Context: an optimization exercise on an open-source flow, tuned for a short achievable clock period and few clock cycles. The choices shown serve that exercise and are no tape-out recipe. The RTL was checked by simulation tests, not by an equivalence proof against the original design. Power and IR drop assume default switching activity.

==> flow/design.v <==
module alu
(
  input                i_sub,
  input  [15:0]        i_op_a,
  input  [15:0]        i_op_b,
  output logic [15:0]  o_sum,
  output logic         o_z
);
  logic [15:0] b;
  logic [16:0] s;
  assign b = i_op_b ^ {16{i_sub}};
  assign s = {i_op_a, 1'b1} + {b, i_sub};
  assign o_sum = s[16:1];
  assign o_z = ((i_op_a ^ b) == {i_op_a[14:0] | b[14:0], i_sub});
endmodule
module regfile
(
  input clk,
  input reset,
  input i_write,
  input [2:0] i_addrw,
  input [15:0] i_data_in,
  output logic [7:0][15:0] o_regs
);
  always_ff @ (posedge clk, posedge reset) begin
    if (reset) o_regs <= '0;
    else if (i_write) o_regs[i_addrw] <= i_data_in;
  end
endmodule
module cpu
(
input clk,
input reset,
output [15:0] o_pc_addr,
output o_pc_rd,
input [15:0] i_pc_rddata,
input [15:0] i_ldst_rddata,
output [15:0] o_ldst_wrdata,
output [15:0] o_ldst_addr,
output o_ldst_rd,
output o_ldst_wr,
output [127:0] o_tb_regs
);
localparam int NB = 8;    
logic [7:0][15:0] rf;
logic [14:0] fa;          
logic [14:0] ras;         
logic        d_valid;
logic [14:0] d_pc, d_pc2;    
logic        d_pt;           
logic [14:0] d_ptgt;         
logic        x_valid;
logic        x_wait;      
logic        x_wa, x_wb;  
logic [15:0] x_a, x_b;    
logic        x_sub;
logic [14:0] x_tgt;       
logic [14:0] x_pc, x_pc2;
logic        x_pt;
logic [14:0] x_ptgt;
logic        x_mvhi, x_flags, x_ld, x_st, x_ldrd, x_stw;
logic        x_br, x_breg, x_jz, x_jn, x_jmp, x_call, x_ret;
logic        x_wr;
logic [2:0]  x_rd;
logic        w_wr, w_ld;
logic [2:0]  w_rd;
logic [15:0] w_res;
logic        f_n, f_z;
logic [NB-1:0]       b_v, b_ret;
logic [NB-1:0][14:0] b_tag, b_tgt;
logic [2:0]          b_ptr;     
logic        u_v, u_ret;
logic [14:0] u_pc, u_tgt;
logic [15:0] x_sum;
logic        x_z;
logic        x_go, x_take, x_mis;
logic [14:0] x_target, x_redir;
alu alu0 (.i_sub(x_sub), .i_op_a(x_a), .i_op_b(x_b), .o_sum(x_sum), .o_z(x_z));
assign x_go     = x_valid && !x_wait;
assign x_take   = x_br && (x_jmp || (x_jz && f_z) || (x_jn && f_n));
assign x_target = x_breg ? x_a[15:1] : x_tgt;
assign x_mis    = x_go && (x_take ? (!x_pt || (x_breg && x_a[15:1] != x_ptgt)) : x_pt);
assign x_redir  = x_take ? x_target : x_pc2;
assign o_ldst_addr   = x_b;
assign o_ldst_wrdata = x_a;
assign o_ldst_rd     = x_ldrd;
assign o_ldst_wr     = x_stw;
logic [15:0] w_val;
assign w_val = w_ld ? i_ldst_rddata : w_res;
regfile rf0 (.clk(clk), .reset(reset), .i_write(w_wr), .i_addrw(w_rd),
             .i_data_in(w_val), .o_regs(rf));
assign o_tb_regs = rf;
assign o_pc_addr = {fa, 1'b0};
assign o_pc_rd   = 1'b1;
logic          b_hit;
logic [14:0]   b_pred;
always_comb begin
  b_hit = 1'b0;
  b_pred = 15'd0;
  for (int k = 0; k < NB; k++) begin
    if (b_v[k] && b_tag[k] == fa) begin
      b_hit = 1'b1;
      b_pred = b_pred | (b_ret[k] ? ras : b_tgt[k]);
    end
  end
end
logic [15:0] ir;
logic [3:0]  op;
logic        im;
logic [2:0]  rx, ry;
logic [14:0] tgt_imm;
logic        use_a, use_b;
logic        d_wr, d_sub, d_mvhi, d_call;
logic        ld_a, ld_b, d_live, d_stall, d_redir;
assign ir = i_pc_rddata;
assign op = ir[3:0];
assign im = ir[4];
assign rx = ir[7:5];
assign ry = ir[10:8];
assign d_mvhi = (op == 4'd6);
assign d_call = (op == 4'd12);
assign d_sub  = (op == 4'd2) || (op == 4'd3);
assign tgt_imm = d_pc2 + {{4{ir[15]}}, ir[15:5]};
logic        xf_alu, xf_call;
logic        hxa, hxb, hca, hcb, hwa, hwb;
logic [15:0] ra, rb;           
logic [15:0] ma, sa;           
logic [15:0] cb;               
logic        kb;               
logic [15:0] na, nb;           
assign xf_alu  = x_valid && x_wr && !x_ld && !x_call;
assign xf_call = x_valid && x_call;
assign hxa = xf_alu && (x_rd == rx);
assign hxb = xf_alu && (x_rd == ry);
assign hca = xf_call && (rx == 3'd7);
assign hcb = xf_call && (ry == 3'd7);
assign hwa = w_wr && (w_rd == rx);
assign hwb = w_wr && (w_rd == ry);
always_comb begin
  ra = 16'd0;
  rb = 16'd0;
  for (int k = 0; k < 8; k++) begin
    ra = ra | (rf[k] & {16{rx == k && !hca && !hwa}});
    rb = rb | (rf[k] & {16{ry == k && !hcb && !hwb}});
  end
  ra = ra | ({x_pc2, 1'b0} & {16{hca}}) | (w_val & {16{hwa && !hca}});
  rb = rb | ({x_pc2, 1'b0} & {16{hcb}}) | (w_val & {16{hwb && !hcb}});
end
assign ma = (op == 4'd0) ? 16'h0000 : (d_mvhi ? 16'h00ff : 16'hffff);
assign sa = ma & {16{hxa}};
assign na = (x_sum & sa) | (ra & ma & ~{16{hxa}});
assign kb = im || d_call;
assign cb = d_call ? {d_pc2, 1'b0} : (d_mvhi ? {ir[15:8], 8'h00} : {{8{ir[15]}}, ir[15:8]});
assign nb = (x_sum & {16{hxb && !kb}}) | (rb & {16{!hxb && !kb}}) | (cb & {16{kb}});
assign use_a = (op == 4'd1) || (op == 4'd2) || (op == 4'd3) || (op == 4'd5) || d_mvhi ||
               (op[3] && !im);
assign use_b = (!im && (op == 4'd0 || op == 4'd1 || op == 4'd2 || op == 4'd3)) ||
               (op == 4'd4) || (op == 4'd5);
assign d_wr  = (op == 4'd0) || (op == 4'd1) || (op == 4'd2) || (op == 4'd4) ||
               d_mvhi || d_call;
assign ld_a = x_valid && x_ld && use_a && (x_rd == rx);
assign ld_b = x_valid && x_ld && use_b && (x_rd == ry);
assign d_live  = d_valid && !x_mis;
assign d_stall = d_live && (ld_a || ld_b);
assign d_redir = d_live && !d_pt && im &&
                 ((op == 4'd8) || d_call || (((op == 4'd9) || (op == 4'd10)) && ir[15]));
logic [14:0] fa_next;
always_comb begin
  if (x_mis) fa_next = x_redir;
  else if (d_stall) fa_next = fa;
  else if (d_redir) fa_next = tgt_imm;
  else if (b_hit) fa_next = b_pred;
  else fa_next = fa + 15'd1;
end
logic [NB-1:0] u_hit;    
always_comb begin
  for (int k = 0; k < NB; k++) u_hit[k] = b_v[k] && (b_tag[k] == u_pc);
end
always_ff @ (posedge clk, posedge reset) begin
  if (reset) begin
    fa <= 15'd1;      
    ras <= 15'd0;
    d_valid <= 1'b0;
    d_pc <= 15'd0; d_pc2 <= 15'd0; d_pt <= 1'b0; d_ptgt <= 15'd0;
    x_valid <= 1'b0;
    x_wait <= 1'b0;
    x_wa <= 1'b0; x_wb <= 1'b0;
    x_a <= 16'd0; x_b <= 16'd0; x_sub <= 1'b0;
    x_tgt <= 15'd0; x_pc <= 15'd0; x_pc2 <= 15'd0; x_pt <= 1'b0; x_ptgt <= 15'd0;
    x_mvhi <= 1'b0; x_flags <= 1'b0; x_ld <= 1'b0; x_st <= 1'b0; x_ldrd <= 1'b0; x_stw <= 1'b0;
    x_br <= 1'b0; x_breg <= 1'b0; x_jz <= 1'b0; x_jn <= 1'b0; x_jmp <= 1'b0; x_call <= 1'b0;
    x_ret <= 1'b0;
    x_wr <= 1'b0; x_rd <= 3'd0;
    w_wr <= 1'b0; w_ld <= 1'b0; w_rd <= 3'd0; w_res <= 16'd0;
    f_n <= 1'b0; f_z <= 1'b0;
    b_v <= '0; b_ptr <= 3'd0;
    u_v <= 1'b0; u_ret <= 1'b0; u_pc <= 15'd0; u_tgt <= 15'd0;
  end else begin
    fa      <= fa_next;
    d_valid <= !(x_mis || d_stall || d_redir);
    d_pc    <= fa;
    d_pc2   <= fa + 15'd1;
    d_pt    <= b_hit;
    d_ptgt  <= b_pred;
    if (d_live && d_call) ras <= d_pc2;
    if (x_go && x_flags) begin
      f_n <= x_sum[15];
      f_z <= x_z;
    end
    u_v   <= x_go && x_take;
    u_ret <= x_ret;
    u_pc  <= x_pc;
    u_tgt <= x_target;
    if (u_v && !(|u_hit)) begin
      b_v[b_ptr] <= 1'b1;
      b_ptr <= b_ptr + 1'b1;
    end
    w_wr  <= x_go && x_wr;
    w_ld  <= x_ld;
    w_rd  <= x_rd;
    w_res <= x_call ? {x_pc2, 1'b0} : x_sum;
    if (x_wait) begin
      x_wait <= 1'b0;
      x_stw  <= x_st;
      if (x_wa) x_a <= x_mvhi ? {8'h00, i_ldst_rddata[7:0]} : i_ldst_rddata;
      if (x_wb) x_b <= i_ldst_rddata;
    end else begin
      x_valid <= d_live;
      x_wait  <= d_stall;
      x_wa    <= ld_a;
      x_wb    <= ld_b;
      x_a     <= na;
      x_b     <= nb;
      x_sub   <= d_sub;
      x_tgt   <= tgt_imm;
      x_pc    <= d_pc;
      x_pc2   <= d_pc2;
      x_pt    <= d_pt || d_redir;
      x_ptgt  <= d_pt ? d_ptgt : tgt_imm;
      x_mvhi  <= d_mvhi;
      x_flags <= (op == 4'd1) || d_sub;
      x_ld    <= (op == 4'd4);
      x_st    <= (op == 4'd5);
      x_ldrd  <= d_live && (op == 4'd4);
      x_stw   <= d_live && (op == 4'd5) && !d_stall;
      x_br    <= op[3];
      x_breg  <= !im;
      x_jz    <= (op == 4'd9);
      x_jn    <= (op == 4'd10);
      x_jmp   <= (op == 4'd8) || d_call;
      x_call  <= d_call;
      x_ret   <= (op == 4'd8) && !im && (rx == 3'd7);
      x_wr    <= d_wr;
      x_rd    <= d_call ? 3'd7 : rx;
    end
  end
end
always_ff @ (posedge clk) begin
  if (u_v) begin
    for (int k = 0; k < NB; k++) begin
      if (u_hit[k] || (!(|u_hit) && b_ptr == k)) begin
        b_tag[k] <= u_pc;
        b_tgt[k] <= u_tgt;
        b_ret[k] <= u_ret;
      end
    end
  end
end
endmodule
Settings: LEC_CHECK=0, CAP_MARGIN=20, CORE_MARGIN=2, CORE_UTILIZATION=40, PLACE_DENSITY=0.6, SETUP_SLACK_MARGIN=2.5, SLEW_MARGIN=20; clock period 5.5 ns.
run.sh (not shown) runs the stock make flow with config.mk's settings and CLKGATE_MAP_FILE= SYNTH_SCRIPT=/design/flow/synth_recipe.tcl, a recipe that flattens the netlist after the stock synthesis.
The baseline went through all stages and came out clean.
Testbench counts at the start, summed over its fixed seeds: cycles 118,050.
Then changed:
--- a/flow/design.v
+++ b/flow/design.v
@@ -1,5 +1,5 @@
 module alu
 (
-  input                i_sub,
+  input                i_cin,
   input  [15:0]        i_op_a,
   input  [15:0]        i_op_b,
@@ -7,10 +7,8 @@
   output logic         o_z
 );
-  logic [15:0] b;
   logic [16:0] s;
-  assign b = i_op_b ^ {16{i_sub}};
-  assign s = {i_op_a, 1'b1} + {b, i_sub};
+  assign s = {i_op_a, 1'b1} + {i_op_b, i_cin};
   assign o_sum = s[16:1];
-  assign o_z = ((i_op_a ^ b) == {i_op_a[14:0] | b[14:0], i_sub});
+  assign o_z = ((i_op_a ^ i_op_b) == {i_op_a[14:0] | i_op_b[14:0], i_cin});
 endmodule
 module regfile
@@ -59,4 +57,5 @@
 logic        x_pt;
 logic [14:0] x_ptgt;
+logic        x_mov;       
 logic        x_mvhi, x_flags, x_ld, x_st, x_ldrd, x_stw;
 logic        x_br, x_breg, x_jz, x_jn, x_jmp, x_call, x_ret;
@@ -76,5 +75,5 @@
 logic        x_go, x_take, x_mis;
 logic [14:0] x_target, x_redir;
-alu alu0 (.i_sub(x_sub), .i_op_a(x_a), .i_op_b(x_b), .o_sum(x_sum), .o_z(x_z));
+alu alu0 (.i_cin(x_sub), .i_op_a(x_a), .i_op_b(x_b), .o_sum(x_sum), .o_z(x_z));
 assign x_go     = x_valid && !x_wait;
 assign x_take   = x_br && (x_jmp || (x_jz && f_z) || (x_jn && f_n));
@@ -112,5 +111,6 @@
 logic        use_a, use_b;
 logic        d_wr, d_sub, d_mvhi, d_call;
-logic        ld_a, ld_b, d_live, d_stall, d_redir;
+logic        ld_a, ld_b, d_live, d_stall, d_redir, d_rj;
+logic [15:0] va_fast;
 assign ir = i_pc_rddata;
 assign op = ir[3:0];
@@ -152,5 +152,5 @@
 assign kb = im || d_call;
 assign cb = d_call ? {d_pc2, 1'b0} : (d_mvhi ? {ir[15:8], 8'h00} : {{8{ir[15]}}, ir[15:8]});
-assign nb = (x_sum & {16{hxb && !kb}}) | (rb & {16{!hxb && !kb}}) | (cb & {16{kb}});
+assign nb = ((x_sum & {16{hxb && !kb}}) | (rb & {16{!hxb && !kb}}) | (cb & {16{kb}})) ^ {16{d_sub}};
 assign use_a = (op == 4'd1) || (op == 4'd2) || (op == 4'd3) || (op == 4'd5) || d_mvhi ||
                (op[3] && !im);
@@ -161,15 +161,21 @@
 assign ld_a = x_valid && x_ld && use_a && (x_rd == rx);
 assign ld_b = x_valid && x_ld && use_b && (x_rd == ry);
+assign va_fast = (xf_alu && x_mov && x_rd == rx) ? (x_a | x_b) : ra;
 assign d_live  = d_valid && !x_mis;
 assign d_stall = d_live && (ld_a || ld_b);
 assign d_redir = d_live && !d_pt && im &&
                  ((op == 4'd8) || d_call || (((op == 4'd9) || (op == 4'd10)) && ir[15]));
+assign d_rj    = d_live && !d_pt && !im && ((op == 4'd8) || d_call) && !ld_a &&
+                 !(xf_alu && !x_mov && x_rd == rx);
 logic [14:0] fa_next;
-always_comb begin
-  if (x_mis) fa_next = x_redir;
-  else if (d_stall) fa_next = fa;
-  else if (d_redir) fa_next = tgt_imm;
-  else if (b_hit) fa_next = b_pred;
-  else fa_next = fa + 15'd1;
+logic [14:0] fa_early;
+always_comb begin
+  if (x_mis) fa_early = x_redir;
+  else if (d_stall) fa_early = fa;
+  else if (b_hit) fa_early = b_pred;
+  else fa_early = fa + 15'd1;
+  if (d_redir) fa_next = tgt_imm;
+  else if (d_rj) fa_next = va_fast[15:1];
+  else fa_next = fa_early;
 end
 logic [NB-1:0] u_hit;    
@@ -188,5 +194,5 @@
     x_a <= 16'd0; x_b <= 16'd0; x_sub <= 1'b0;
     x_tgt <= 15'd0; x_pc <= 15'd0; x_pc2 <= 15'd0; x_pt <= 1'b0; x_ptgt <= 15'd0;
-    x_mvhi <= 1'b0; x_flags <= 1'b0; x_ld <= 1'b0; x_st <= 1'b0; x_ldrd <= 1'b0; x_stw <= 1'b0;
+    x_mov <= 1'b0; x_mvhi <= 1'b0; x_flags <= 1'b0; x_ld <= 1'b0; x_st <= 1'b0; x_ldrd <= 1'b0; x_stw <= 1'b0;
     x_br <= 1'b0; x_breg <= 1'b0; x_jz <= 1'b0; x_jn <= 1'b0; x_jmp <= 1'b0; x_call <= 1'b0;
     x_ret <= 1'b0;
@@ -198,5 +204,5 @@
   end else begin
     fa      <= fa_next;
-    d_valid <= !(x_mis || d_stall || d_redir);
+    d_valid <= !(x_mis || d_stall || d_redir || d_rj);
     d_pc    <= fa;
     d_pc2   <= fa + 15'd1;
@@ -224,5 +230,5 @@
       x_stw  <= x_st;
       if (x_wa) x_a <= x_mvhi ? {8'h00, i_ldst_rddata[7:0]} : i_ldst_rddata;
-      if (x_wb) x_b <= i_ldst_rddata;
+      if (x_wb) x_b <= i_ldst_rddata ^ {16{x_sub}};
     end else begin
       x_valid <= d_live;
@@ -236,7 +242,8 @@
       x_pc    <= d_pc;
       x_pc2   <= d_pc2;
-      x_pt    <= d_pt || d_redir;
-      x_ptgt  <= d_pt ? d_ptgt : tgt_imm;
+      x_pt    <= d_pt || d_redir || d_rj;
+      x_ptgt  <= d_pt ? d_ptgt : (d_rj ? va_fast[15:1] : tgt_imm);
       x_mvhi  <= d_mvhi;
+      x_mov   <= (op == 4'd0) || d_mvhi;
       x_flags <= (op == 4'd1) || d_sub;
       x_ld    <= (op == 4'd4);
Result: Global-route usage grows by 2.4 points. Setup slack got worse by 0.072 ns. Final area is higher by 5.2%. Worst hold slack gets worse by 0.0040 ns. First-iteration DRC count grows by 24%. Clock-buffer cell count decreases by 11. Wire length climbs by 12%. Power rises by 4.9%. Core utilization rose by 1.4 points. Sequential power grows by about 0.6%. Synthesized cell count went up by about 3.5%. Non-clock buffer count increases by 73. Area after synthesis grows by 2.8%.
Testbench counts after the change, summed over its fixed seeds: cycles 115,878.

[re-timing with driven ports]
In the flow no input, the clock included, has a driving cell. The finished layouts below were timed again as built, in two steps.
Step 1, drivers: a clkbuf_16 drives clk and a buf_2 each remaining input, both assumed.
Step 2 times the ports against the registers' clock, not the clock port: input delays grow and output delays shrink by t, the midpoint of the rising clock arrivals with the driver on.
Three values: ideal, step 1, step 2; two values: the first two.
run | shift t [ns] | setup WS [ns] | hold WS [ns] | cell pins on the clock port's net
the first run | 0.686 | 2.457 / 2.406 / 1.773 | 0.368 / 0.368 / 0.368 | 1
the second run | 0.704 | 2.385 / 2.388 / 1.700 | 0.364 / 0.364 / 0.364 | 1
After both steps setup and hold are still met in every run listed. For the second run, which loses most, drivers alone change the setup slack by +0.003 ns; drivers and shift together by -0.685 ns.
